Background: an optimization exercise with open tools, aiming at small area, a short achievable clock period and few clock cycles. Do not read the settings as production practice. In this exercise RTL edits were held to simulation tests only and were not proved equivalent to the original.

==> flow/design.v, too long to show whole: its modules and the start of the top module <==
// module matrix_mult_3x3: 96 lines
// module matrix_add_sub_3x3: 78 lines
// module kalman_fsm_3d: 55 lines
// module kalman_axis: 1312 lines
module kalman_fsm_3d #(
    parameter DATA_WIDTH = 32,
    parameter K_SCALED = 137
)(
    input  wire clk,
    input  wire rst,
    input  wire start,
    input  wire signed [DATA_WIDTH-1:0] z_in_x,
    input  wire signed [DATA_WIDTH-1:0] z_in_y,
    input  wire signed [DATA_WIDTH-1:0] z_in_z,
    output reg signed [DATA_WIDTH-1:0] x_out_x,
    output reg signed [DATA_WIDTH-1:0] x_out_y,
    output reg signed [DATA_WIDTH-1:0] x_out_z,
    output reg done
);
  // ...
==> flow/run.sh <==
#!/bin/bash
# synth_recipe.tcl (not shown) runs the flow's synth.tcl, then flattens the netlist and writes it again
# the make line also repeats each setting of config.mk as NAME=value (left out here)
make -C /OpenROAD-flow-scripts/flow DESIGN_CONFIG=/design/flow/config.mk WORK_HOME=/design/flow/orfs CLKGATE_MAP_FILE= SYNTH_SCRIPT=/design/flow/synth_recipe.tcl finish
==> flow/config.mk <==
export PLATFORM = sky130hd
export DESIGN_NAME = kalman_fsm_3d
export DESIGN_NICKNAME = kalman_fsm_3d
export VERILOG_FILES = /design/flow/design.v
export SDC_FILE = /design/flow/constraint.sdc
export NUM_CORES = 4
export LEC_CHECK = 0
export CAP_MARGIN = 20
export CORE_MARGIN = 2
export CORE_UTILIZATION = 40
export PLACE_DENSITY = 0.6
export SLEW_MARGIN = 20
==> flow/constraint.sdc <==
create_clock -name core_clock -period 10.0 [get_ports {clk}]
set_input_delay 2.0000 -clock core_clock [delete_from_list [all_inputs] [get_ports {clk}]]
set_output_delay 2.0000 -clock core_clock [all_outputs]
set_load 0.01 [all_outputs]
==> impl_metrics.csv, run 1 <==
group,metric,value,unit
status,outcome,"complete, no violations",
critical_path,crit_cells,30,
synth,avgSynthCellArea,9.29,µm²
run,maxCapViolCount,0,
synth,synth_fa_ha_area_share,46.9,%
synth,yosysUniqueCellTypes,72,
sta,max-slew-margin-rel,34.0,%
synth,synth_seq_area_share,14.5,%
synth,synth.most_common_cell,"inv_1",
final_layout,final-nonclk-buf-share,6.05,%
final_layout,fillCellCount,7324,
critical_path,worstPathMaxFanout,5,
sta,finalSetupTns,0,ns
final_layout,fin_cells,4427,
global_routing,grt_overflow,0,
sta,finalCritPeriodShare,93.0,%
sta,setup_viol,0,
final_layout,dominant-cell-class,"multi-input gates",
synth,synth_edf_count,0,
detailed_routing,met1_length,33500,µm
placed_design,pre_cts_slack,0.230,ns
final_layout,seq_area_share,12.9,%
final_layout,n_antenna_cell,0,
synth,ys_ff_latch,194,
clock_tree,cts_buffers,17,
global_routing,track_usage,19.4,%
clock_tree,clk_pin_slew,0.08,ns
final_layout,final_area,33900,µm²
critical_path,rr_worst_depth,32,
detailed_routing,post_drt_via_cell_ratio,4.90,
worst_hold_path,min_path_type,"reg -> reg",
synth,muxShareOfSynthArea,0.112,%
placed_design,numPortBuffers,195,
synth,yosys.area_share.simple,7.54,%
die,tap_cells,969,
clock_tree,postCtsHoldBufs,0,
die,start_util,40.5,%
final_layout,multi_input_area_share,67.0,%
synth,syn_inst,3253,
die,dieArea,77800,µm²
Testbench counts, summed over its fixed seeds: cycles 4,088.
==> run 2, diff against run 1 <==
--- a/flow/config.mk
+++ b/flow/config.mk
@@ -5,6 +5,7 @@
 export SDC_FILE = /design/flow/constraint.sdc
 export NUM_CORES = 4
 export LEC_CHECK = 0
+export ABC_CLOCK_PERIOD_IN_PS = 6000
 export CAP_MARGIN = 20
 export CORE_MARGIN = 2
 export CORE_UTILIZATION = 40
==> run 2 against run 1 <==
Effect of this change: non-clock buffer count did not move; highest routed layer unchanged; critical path type unchanged; clock-buffer cell count did not move; sequential share of layout area did not move; setup slack did not move; worst hold slack did not move; synthesized area did not move.
==> impl_metrics.csv, run 2 <==
group,metric,value,unit
sta,finClkSkew,0.0140,ns
critical_path,max_stage_delay,0.53,ns
die,dieArea,77800,µm²
synth,synth_edf_count,0,
synth,synthTopCellsByArea,"fa_1 28%, ha_1 19%, inv_1 9.8%",
critical_path,critPathRequiredTime,10.32,ns
synth,synth_ff_type,"dfrtp_1",
global_routing,grt_pass1_vias,22600,
sta,finalHoldViolations,0,
detailed_routing,routed_wl,72000,µm
final_layout,final_area,33900,µm²
sta,max-slew-margin-rel,34.0,%
placed_design,pre_cts_slack,0.230,ns
placed_design,dp_hpwl,63300,µm
synth,syn_inst,3253,
final_layout,layout_commonest_cell,"inv_1",
die,io_pins,196,
sta,slew_viol_final,0,
sta,finalSetupTns,0,ns
synth,synth_top_area_cell,"fa_1",
global_routing,grt_overflow,0,
clock_tree,clockBufferDepth,2,
detailed_routing,wl_per_cell,16.3,µm
detailed_routing,post_drt_via_cell_ratio,4.90,
sta,rsz0062_at_grt,"false",
clock_tree,insertion_delay,0.47,ns
placed_design,dp.cells,4395,
clock_tree,cts_resized,0,
synth,ys_ff_latch,194,
run,maxCapViolCount,0,
die,die_w,279,µm
final_layout,layout-drive-gt1-share,2.20,%
status,outcome,"complete, no violations",
placed_design,gp_congestion,0.928,
synth,avgSynthCellArea,9.29,µm²
critical_path,cp_common_cell,"inv_1",
placed_design,numPortBuffers,195,
worst_hold_path,hp-start,"ready",
clock_tree,postCtsHoldBufs,0,
final_layout,syn_to_final_growth,12.1,%
clock_tree,cts_root_buf,"clkbuf_16",
sta,fmax,108,MHz
sta,tightestPinTransition,0.989,ns
clock_tree,htree_levels,4,
detailed_routing,first_iter_violations,939,
final_layout,fin_cells,4427,
placed_design,place_area,33300,µm²
die,core.rowCount,100,
global_routing,grt_pass1_wl,118000,µm
detailed_routing,drcViolationCount,0,
global_routing,antenna_found_initial,0,
clock_tree,cts_setup_buffers,0,
critical_path,crit_path_end_kind,"register",
synth,synth_nets,4231,
critical_path,slowest_stage,"or4_1",
final_layout,multi_input_area,22700,µm²
critical_path,crit_arrival,9.62,ns
synth,synthTopCellsByCount,"786 x inv_1, 456 x ha_1, 423 x fa_1",
clock_tree,clock-sinks,194,
sta,setup_viol,0,
sta,worst_slack,0.703,ns
synth,yosys_warnings,1,
die,core_area,74600,µm²
synth,synth_top_area_share,28.0,%
critical_path,startpoint,"z_in_y[1]",
sta,finalCritPeriodShare,93.0,%
detailed_routing,drt_pass1_iterations,5,
final_layout,fillCellCount,7324,
synth,synth.most_common_cell,"inv_1",
critical_path,worstPathMaxFanout,5,
clock_tree,cts_tree,"done",
detailed_routing,ant_nets,0,
synth,synthArstFlopShare,50.5,%
synth,synth_area,30200,µm²
worst_hold_path,min_path_type,"reg -> reg",
synth,yosysUniqueCellTypes,72,
critical_path,crit_type,"in -> reg",
critical_path,critPathLaunchType,"primary input",
critical_path,reg2reg_from,"xp_y[1]",
synth,synth_seq_area_share,14.5,%
clock_tree,clk_pin_slew,0.08,ns
detailed_routing,num_vias,21700,
final_layout,nets,4423,
final_layout,n_antenna_cell,0,
final_layout,ff_latch_area,4370,µm²
final_layout,final_cell_mix,"785 x inv_1, 456 x ha_1, 423 x fa_1",
die,start_util,40.5,%
clock_tree,cts_buffers,17,
die,die_y,279,µm
global_routing,grt_max_degree,102,
sta,min_period,9.30,ns
global_routing,track_usage,19.4,%
==> run 2: area by class of cell <==
type | instances | area share [%]
well taps | 969 | 3.58
flip-flops and latches | 194 | 12.9
clock inverters | 13 | 0.355
clock buffers | 19 | 1.34
repair buffers | 208 | 6.05
inverters | 787 | 8.73
multi-input cells | 2237 | 67.0
==> run 2: critical path, delay by kind of cell <==
| family | cells | cell delay (ns) |
|---|---|---|
| buffers and inverters | 6 | 0.91 |
| adder cells (fa/ha/maj) | 5 | 2.09 |
| XOR/XNOR | 2 | 0.34 |
| AO/OA/AOI/OAI | 11 | 2.36 |
| AND/OR/NAND/NOR | 6 | 1.92 |
==> run 2: path summary, 6_finish.rpt <==
kind / depth (start not counted) / endpoint / slack [ns]
max: 30 / x_state_y[31] / 0.70
min: 1 / done / 0.49
max reg2reg: 32 / x_state_y[31] / 1.40
min reg2reg: 1 / done / 0.49
max in group asynchronous: 3 / x_state_z[7] / 6.80
min in group asynchronous: 2 / done / 2.00
==> run 2: kinds of logic (layout without fill, tap and decap cells) <==
family | Yosys count | after routing | share of synthesized area [%]
AO/OA/AOI/OAI | 607 | 607 | 12.9
XOR/XNOR | 264 | 264 | 7.65
adder cells (fa/ha/maj) | 879 | 879 | 46.9
buffers and inverters | 822 | 1027 | 10.4
flip-flops | 194 | 194 | 14.5
multiplexers | 3 | 3 | 0.112
other | 1 | 1 | 0.0124
AND/OR/NAND/NOR | 483 | 483 | 7.54
==> run 2: stage by stage <==
step	hold slack, ns	util [%]
after floorplan	0.451	-
after CTS	0.492	45.4
after global routing	0.501	45.4
after detailed placement	0.473	44.6
after global placement	0.461	44.6
final	0.495	45.4
==> run 2: layer usage <==
metal,routed length [µm],vias to the layer above,track usage [%]
met2,34400,293,32.9
met1,33500,10500,26.5
met3,3270,46,3.12
met4,811,0,3.41
met5,0,-,0
li1,-,10800,-
==> run 3, diff against run 2 <==
==> flow/flow/run.sh (new file) <==
#!/bin/bash
# The standard layout (the standard.sh: ORFS synthesis to finish, all
# settings from config.mk), except that the port buffers that global
# placement inserts on every input and output are the smallest buffer
# (buf_1) instead of the cell buffer_ports picks by default
# (clkdlybuf4s50_1, a delay cell).  Every port is still buffered.
# ORFS writes each tool's log under orfs/logs/; make's own output goes to
# standard.log here.
set -euo pipefail
export BUFFER_PORTS_ARGS="-buffer_cell sky130_fd_sc_hd__buf_1"
bash standard.sh > standard.log 2>&1
==> flow/standard.sh (new file) <==
#!/bin/bash
# synth_recipe.tcl (not shown) runs the flow's synth.tcl, then flattens the netlist and writes it again
# the make line also repeats each setting of config.mk as NAME=value (left out here)
make -C /OpenROAD-flow-scripts/flow DESIGN_CONFIG=/design/flow/config.mk WORK_HOME=/design/flow/orfs CLKGATE_MAP_FILE= SYNTH_SCRIPT=/design/flow/synth_recipe.tcl "${@:-finish}"
--- a/flow/config.mk
+++ b/flow/config.mk
@@ -5,7 +5,6 @@
 export SDC_FILE = /design/flow/constraint.sdc
 export NUM_CORES = 4
 export LEC_CHECK = 0
-export ABC_CLOCK_PERIOD_IN_PS = 6000
 export CAP_MARGIN = 20
 export CORE_MARGIN = 2
 export CORE_UTILIZATION = 40
removed: flow/run.sh
==> run 3 against run 2 <==
Effect of this change: worst hold slack improved by 0.0061 ns; sequential share of layout area rose by 0.50 points; final area fell by 3.7%; non-clock buffer count fell by 8; register-to-register slack got worse by 0.18 ns; routed wire length barely moved; synthesized cell count did not move; critical endpoint unchanged; largest cell class unchanged.
==> impl_metrics.csv, run 3 <==
group,metric,value,unit
synth,synth_area,30200,µm²
sta,max-slew-margin-rel,34.4,%
critical_path,crit_type,"in -> reg",
critical_path,r2r_end,"x_state_y[31]",
synth,synth_top_area_share,28.0,%
final_layout,n_antenna_cell,0,
critical_path,slowest_stage,"fa_1",
die,start_util,40.5,%
clock_tree,cts_buffers,17,
global_routing,busiest_layer,"met2",
detailed_routing,routed_wl,72000,µm
global_routing,track_usage,19.3,%
worst_hold_path,hp-start,"ready",
global_routing,grtUsageMet1,25.4,%
die,die_y,279,µm
detailed_routing,wl_per_cell,16.3,µm
synth,synthArstFlopShare,50.5,%
synth,synth.most_common_cell,"inv_1",
synth,synth_edf_count,0,
worst_hold_path,whs_path_depth,1,
synth,ys_ff_latch,194,
global_routing,antenna_found_initial,0,
sta,slew_viol_final,0,
detailed_routing,drt_pass1_iterations,5,
sta,tightestPinTransition,0.983,ns
clock_tree,cts_tree,"done",
final_layout,multi_input_area,22700,µm²
synth,synth_ff_type,"dfrtp_1",
clock_tree,cts_resized,0,
clock_tree,cts_setup_buffers,0,
final_layout,final_cell_mix,"785 x inv_1, 456 x ha_1, 423 x fa_1",
critical_path,r2r_setup_slack,1.22,ns
synth,synth_seq_area_share,14.5,%
global_routing,grt_max_degree,102,
die,core_area,74600,µm²
clock_tree,htree_levels,4,
critical_path,cp_common_cell,"inv_1",
critical_path,rr_worst_depth,32,
final_layout,final_util,43.7,%
placed_design,dp_hpwl,63600,µm
worst_hold_path,hold_end,"done",
global_routing,grt_overflow,0,
status,outcome,"complete, no violations",
placed_design,gp_congestion,0.889,
synth,yosys_warnings,1,
critical_path,max_stage_delay,0.53,ns
sta,min_period,9.03,ns
critical_path,path_buf_inv,6,
placed_design,pre_cts_slack,0.411,ns
clock_tree,cts_root_buf,"clkbuf_16",
detailed_routing,ant_nets,0,
synth,syn_inst,3253,
detailed_routing,num_vias,21800,
sta,finalHoldViolations,0,
critical_path,crit_path_end_kind,"register",
critical_path,reg2reg_from,"xp_y[1]",
detailed_routing,drcViolationCount,0,
clock_tree,clk_pin_slew,0.09,ns
die,core.rowCount,100,
die,die_w,279,µm
detailed_routing,post_drt_via_cell_ratio,4.93,
placed_design,numPortBuffers,195,
synth,yosysUniqueCellTypes,72,
critical_path,path_delay_family,"compound AO/OA/AOI/OAI gates",
final_layout,ff_latch_area,4370,µm²
sta,fmax,111,MHz
synth,synthTopCellsByCount,"786 x inv_1, 456 x ha_1, 423 x fa_1",
die,io_pins,196,
global_routing,grt_pass1_vias,22700,
worst_hold_path,min_path_type,"reg -> reg",
clock_tree,clock-sinks,194,
critical_path,critPathRequiredTime,10.35,ns
global_routing,grt_util_met3,3.80,%
final_layout,fillCellCount,7497,
synth,synth_top_area_cell,"fa_1",
synth,avgSynthCellArea,9.29,µm²
sta,finClkSkew,0.0140,ns
final_layout,layout-drive-gt1-share,1.94,%
clock_tree,postCtsHoldBufs,0,
final_layout,syn_to_final_growth,7.92,%
sta,finalCritPeriodShare,90.3,%
run,maxCapViolCount,0,
final_layout,layout_commonest_cell,"inv_1",
sta,setup_viol,0,
clock_tree,insertion_delay,0.49,ns
critical_path,crit_arrival,9.38,ns
final_layout,nets,4415,
critical_path,critPathLaunchType,"primary input",
global_routing,grt_pass1_wl,117000,µm
critical_path,worstPathMaxFanout,5,
detailed_routing,first_iter_violations,971,
synth,synth_nets,4231,
clock_tree,clockBufferDepth,2,
sta,worst_slack,0.971,ns
global_routing,met2_usage,33.2,%
sta,rsz0062_at_grt,"false",
die,dieArea,77800,µm²
sta,finalSetupTns,0,ns
synth,synthTopCellsByArea,"fa_1 28%, ha_1 19%, inv_1 9.8%",
## run 3: cell count changes in the layout (fill, tap and decap cells not counted), sizes merged
cell and change:
clkinv -3, clkinvlp -1, inv +2, clkdlybuf4s50 -195
bufinv +1, buf +187, clkbuf +1
## run 3: metrics by stage
stage	std cells	area (µm²)	hold slack [ns]
2_1_floorplan	3253	30200	0.451
3_3_place_gp	4387	32000	0.475
3_5_place_dp	4387	32000	0.478
4_1_cts	4419	32600	0.497
5_1_grt	4419	32600	0.514
6_report	4419	32600	0.501
## run 3: kinds of logic after synthesis
| logic type | share of synthesized area (%) |
|---|---|
| fa+ha+maj | 46.9 |
| compound gates | 12.9 |
| mux | 0.112 |
| flops | 14.5 |
| other cells | 0.0124 |
| buf+inv | 10.4 |
| xor+xnor | 7.65 |
| simple gates | 7.54 |
## run 3: worst max-delay path by stage
| stage | from | end | slack [ns] | depth (start not counted) |
|---|---|---|---|---|
| after floorplan | z_in_y[1] | x_state_y[31] | 1.36 | 28 |
| final | z_in_y[1] | x_state_y[31] | 0.97 | 30 |
| after detailed placement | z_in_y[1] | x_state_y[31] | 0.41 | 30 |
| after CTS | z_in_y[1] | x_state_y[31] | 0.97 | 30 |
| after global placement | z_in_y[1] | x_state_y[31] | 0.56 | 30 |
| after global routing | z_in_y[1] | x_state_y[31] | 0.35 | 30 |
## run 3: layout make-up
class,instances,area share [%]
Sequential cell,194,13.4
Clock buffer,20,1.40
Clock inverter,12,0.426
Tap cell,969,3.72
Multi-Input combinational cell,2237,69.6
Inverter,787,9.07
Timing Repair Buffer,200,2.36
## run 3: routing by layer
metal | wire length (µm) | share of wire (%)
met3 | 3750 | 5.2
met4 | 935 | 1.3
met1 | 32600 | 45
met5 | 0 | 0
met2 | 34700 | 48
==> run 4, diff against run 3 <==
--- a/flow/config.mk
+++ b/flow/config.mk
@@ -9,4 +9,5 @@
 export CORE_MARGIN = 2
 export CORE_UTILIZATION = 40
 export PLACE_DENSITY = 0.6
+export SETUP_SLACK_MARGIN = 2.0
 export SLEW_MARGIN = 20
==> run 4 against run 3 <==
Effect of this change: global-route usage is 0.10 points higher; largest cell class unchanged; clock skew rose by 0.0046 ns; register-to-register slack gained 0.86 ns; final area grew 5.5%; synthesized area unchanged; sequential share of layout area down 0.70 points; via count increased by 2.0%; critical endpoint is now x_state_y[28].
==> impl_metrics.csv, run 4 <==
group,metric,value,unit
critical_path,crit_arrival,8.47,ns
final_layout,final_util,46.1,%
final_layout,multi_input_area,24000,µm²
run,maxCapViolCount,0,
sta,finalCritPeriodShare,81.0,%
synth,synth_edf_count,0,
synth,synthTopCellsByArea,"fa_1 28%, ha_1 19%, inv_1 9.8%",
global_routing,busiest_layer,"met2",
placed_design,place_area,32200,µm²
sta,max-slew-margin-rel,42.5,%
clock_tree,cts_root_buf,"clkbuf_16",
sta,slew_viol_final,0,
critical_path,crit_path_end_kind,"register",
die,start_util,40.5,%
placed_design,gp_congestion,0.895,
die,core.rowCount,100,
final_layout,n_antenna_cell,0,
sta,hold-worst-slack,0.489,ns
final_layout,fillCellCount,7297,
sta,finalHoldViolations,0,
die,dieArea,77800,µm²
clock_tree,cts_tree,"done",
critical_path,crit_type,"in -> reg",
sta,min_period,8.10,ns
synth,syn_inst,3253,
global_routing,antenna_found_initial,2,
synth,ys_ff_latch,194,
critical_path,slowest_stage,"fa_1",
detailed_routing,routed_wl,74300,µm
clock_tree,insertion_delay,0.51,ns
critical_path,max_stage_delay,0.54,ns
clock_tree,postCtsHoldBufs,0,
final_layout,ff_latch_area,4370,µm²
synth,synth_area,30200,µm²
synth,synthArstFlopShare,50.5,%
global_routing,grt_pass1_vias,22800,
critical_path,critPathRequiredTime,10.37,ns
synth,synth_nets,4231,
global_routing,grt_max_degree,94,
clock_tree,clock-sinks,194,
sta,rsz0062_at_grt,"true",
clock_tree,htree_levels,4,
final_layout,layout_commonest_cell,"inv_1",
critical_path,worstPathMaxFanout,4,
detailed_routing,post_drt_via_cell_ratio,4.95,
global_routing,track_usage,19.4,%
clock_tree,clockBufferDepth,2,
synth,synth_seq_area_share,14.5,%
global_routing,grt_util_met3,3.64,%
sta,finClkSkew,0.0186,ns
critical_path,critPathLaunchType,"primary input",
critical_path,r2r_setup_slack,2.08,ns
clock_tree,clk_pin_slew,0.08,ns
die,die_y,279,µm
placed_design,pre_cts_slack,1.01,ns
die,core_area,74600,µm²
placed_design,dp_hpwl,63600,µm
synth,avgSynthCellArea,9.29,µm²
global_routing,met2_usage,33.6,%
detailed_routing,ant_nets,0,
die,io_pins,196,
placed_design,numPortBuffers,195,
sta,finalSetupTns,0,ns
detailed_routing,drt_pass1_iterations,5,
synth,synth.most_common_cell,"inv_1",
detailed_routing,num_vias,22200,
global_routing,grtUsageMet1,25.3,%
final_layout,layout-drive-gt1-share,8.74,%
final_layout,final_cell_mix,"771 x inv_1, 422 x ha_1, 415 x fa_1",
detailed_routing,drcViolationCount,0,
sta,tightestPinTransition,0.862,ns
final_layout,syn_to_final_growth,13.8,%
sta,setup_viol,0,
sta,fmax,123,MHz
detailed_routing,wl_per_cell,16.6,µm
sta,worst_slack,1.90,ns
synth,yosys_warnings,1,
detailed_routing,first_iter_violations,1041,
global_routing,grt_pass1_wl,118000,µm
synth,synth_top_area_share,28.0,%
clock_tree,cts_buffers,17,
synth,synth_ff_type,"dfrtp_1",
synth,synth_top_area_cell,"fa_1",
global_routing,grt_overflow,0,
final_layout,nets,4479,
final_layout,final_area,34400,µm²
critical_path,cp_common_cell,"fa_1",
status,outcome,"complete, no violations",
synth,synthTopCellsByCount,"786 x inv_1, 456 x ha_1, 423 x fa_1",
synth,yosysUniqueCellTypes,72,
worst_hold_path,min_path_type,"reg -> reg",
die,die_w,279,µm
-- run 4: cell count changes in the layout (fill, tap and decap cells not counted), moves of 11 or more --
| cell | previous run | this run |
|---|---|---|
| xnor2_2 | 0 | 18 |
| ha_1 | 456 | 422 |
| inv_1 | 785 | 771 |
| a21oi_1 | 164 | 131 |
| xnor2_1 | 155 | 132 |
| inv_2 | 1 | 15 |
| o21ai_1 | 14 | 25 |
| a21oi_2 | 2 | 28 |
| xor2_2 | 0 | 11 |
| o21ai_0 | 134 | 119 |
| buf_4 | 5 | 67 |
| xor2_1 | 109 | 94 |
| ha_4 | 0 | 30 |
-- run 4: per-stage QoR --
stage / instances
5_1_grt: 4483
3_3_place_gp: 4385
3_5_place_dp: 4385
6_report: 4483
2_1_floorplan: 3253
4_1_cts: 4430
-- run 4: worst paths after layout --
check                           from  cells past startpoint            end
max                        z_in_y[1]                     27  x_state_y[28]
min                            ready                      1           done
max reg2reg                  xp_y[9]                     28  x_state_y[28]
min reg2reg                    ready                      1           done
max in group asynchronous        rst                      3  x_state_y[22]
min in group asynchronous        rst                      2           done
-- run 4: area by class of cell --
cell class | instances | share of cell area [%]
clock inverters | 11 | 0.276
repair buffers | 264 | 3.66
well taps | 969 | 3.53
flip-flops and latches | 194 | 12.7
clock buffers | 21 | 1.34
inverters | 787 | 8.60
multi-input cells | 2237 | 69.9
-- run 4: worst max-delay path, delay by kind of cell --
kind / cells / cell delay (ns)
buffers and inverters: 5 / 0.44
AOI/OAI and AO/OA: 8 / 1.69
xor gates and xnor gates: 1 / 0.10
adders and majority gates: 6 / 2.60
and+or+nand+nor: 7 / 1.61
-- run 4: cell families after synthesis --
logic type	synth area share, %
AOI/OAI and AO/OA	12.9
and+or+nand+nor	7.54
muxes	0.112
buffers and inverters	10.4
other	0.0124
adders and majority gates	46.9
DFF	14.5
xor gates and xnor gates	7.65
-- run 4: what timing repair did --
item / CTS / global route
setup buffers: 13 / 53
resized for setup: 45 / 142
setup endpoints to repair: 28 / 61
pin swaps: 23 / 130
-- run 4: routing by layer --
metal / part of all wire [%] / wire [µm]
met1: 45 / 33300
met2: 49 / 36500
met3: 4.8 / 3550
met4: 1.3 / 978
met5: 0.036 / 27

-- afterwards: timing with drivers on the ports --
The results above use ideal ports. As a check the final layouts listed here were re-extracted and re-timed, cells and wires unchanged.
Step 1 sets driving cells, clkbuf_16 on the clock port and buf_2 on the other inputs (assumed; they add their load-dependent delay and slew).
Step 2 moves the port delays by t, midway between the first and last clock arrival at a register: inputs arrive t later, outputs are due t later. That takes back most of the time a late clock gives input paths.
Slacks: ideal ports / drivers / drivers and shift; pairs: ideal ports / drivers.
run | t, ns | setup slack, ns | clock arrival spread, ns
run 1 | 0.522 | 0.703 / 0.730 / 0.208 | 0.016 / 0.016
run 2 | 0.522 | 0.703 / 0.730 / 0.208 | 0.016 / 0.016
run 3 | 0.540 | 0.971 / 0.999 / 0.459 | 0.018 / 0.018
run 4 | 0.555 | 1.899 / 1.927 / 1.372 | 0.019 / 0.020
After both steps setup and hold are still met in every run listed. For run 4, which loses most, drivers alone change the setup slack by +0.028 ns; drivers and shift together by -0.527 ns.
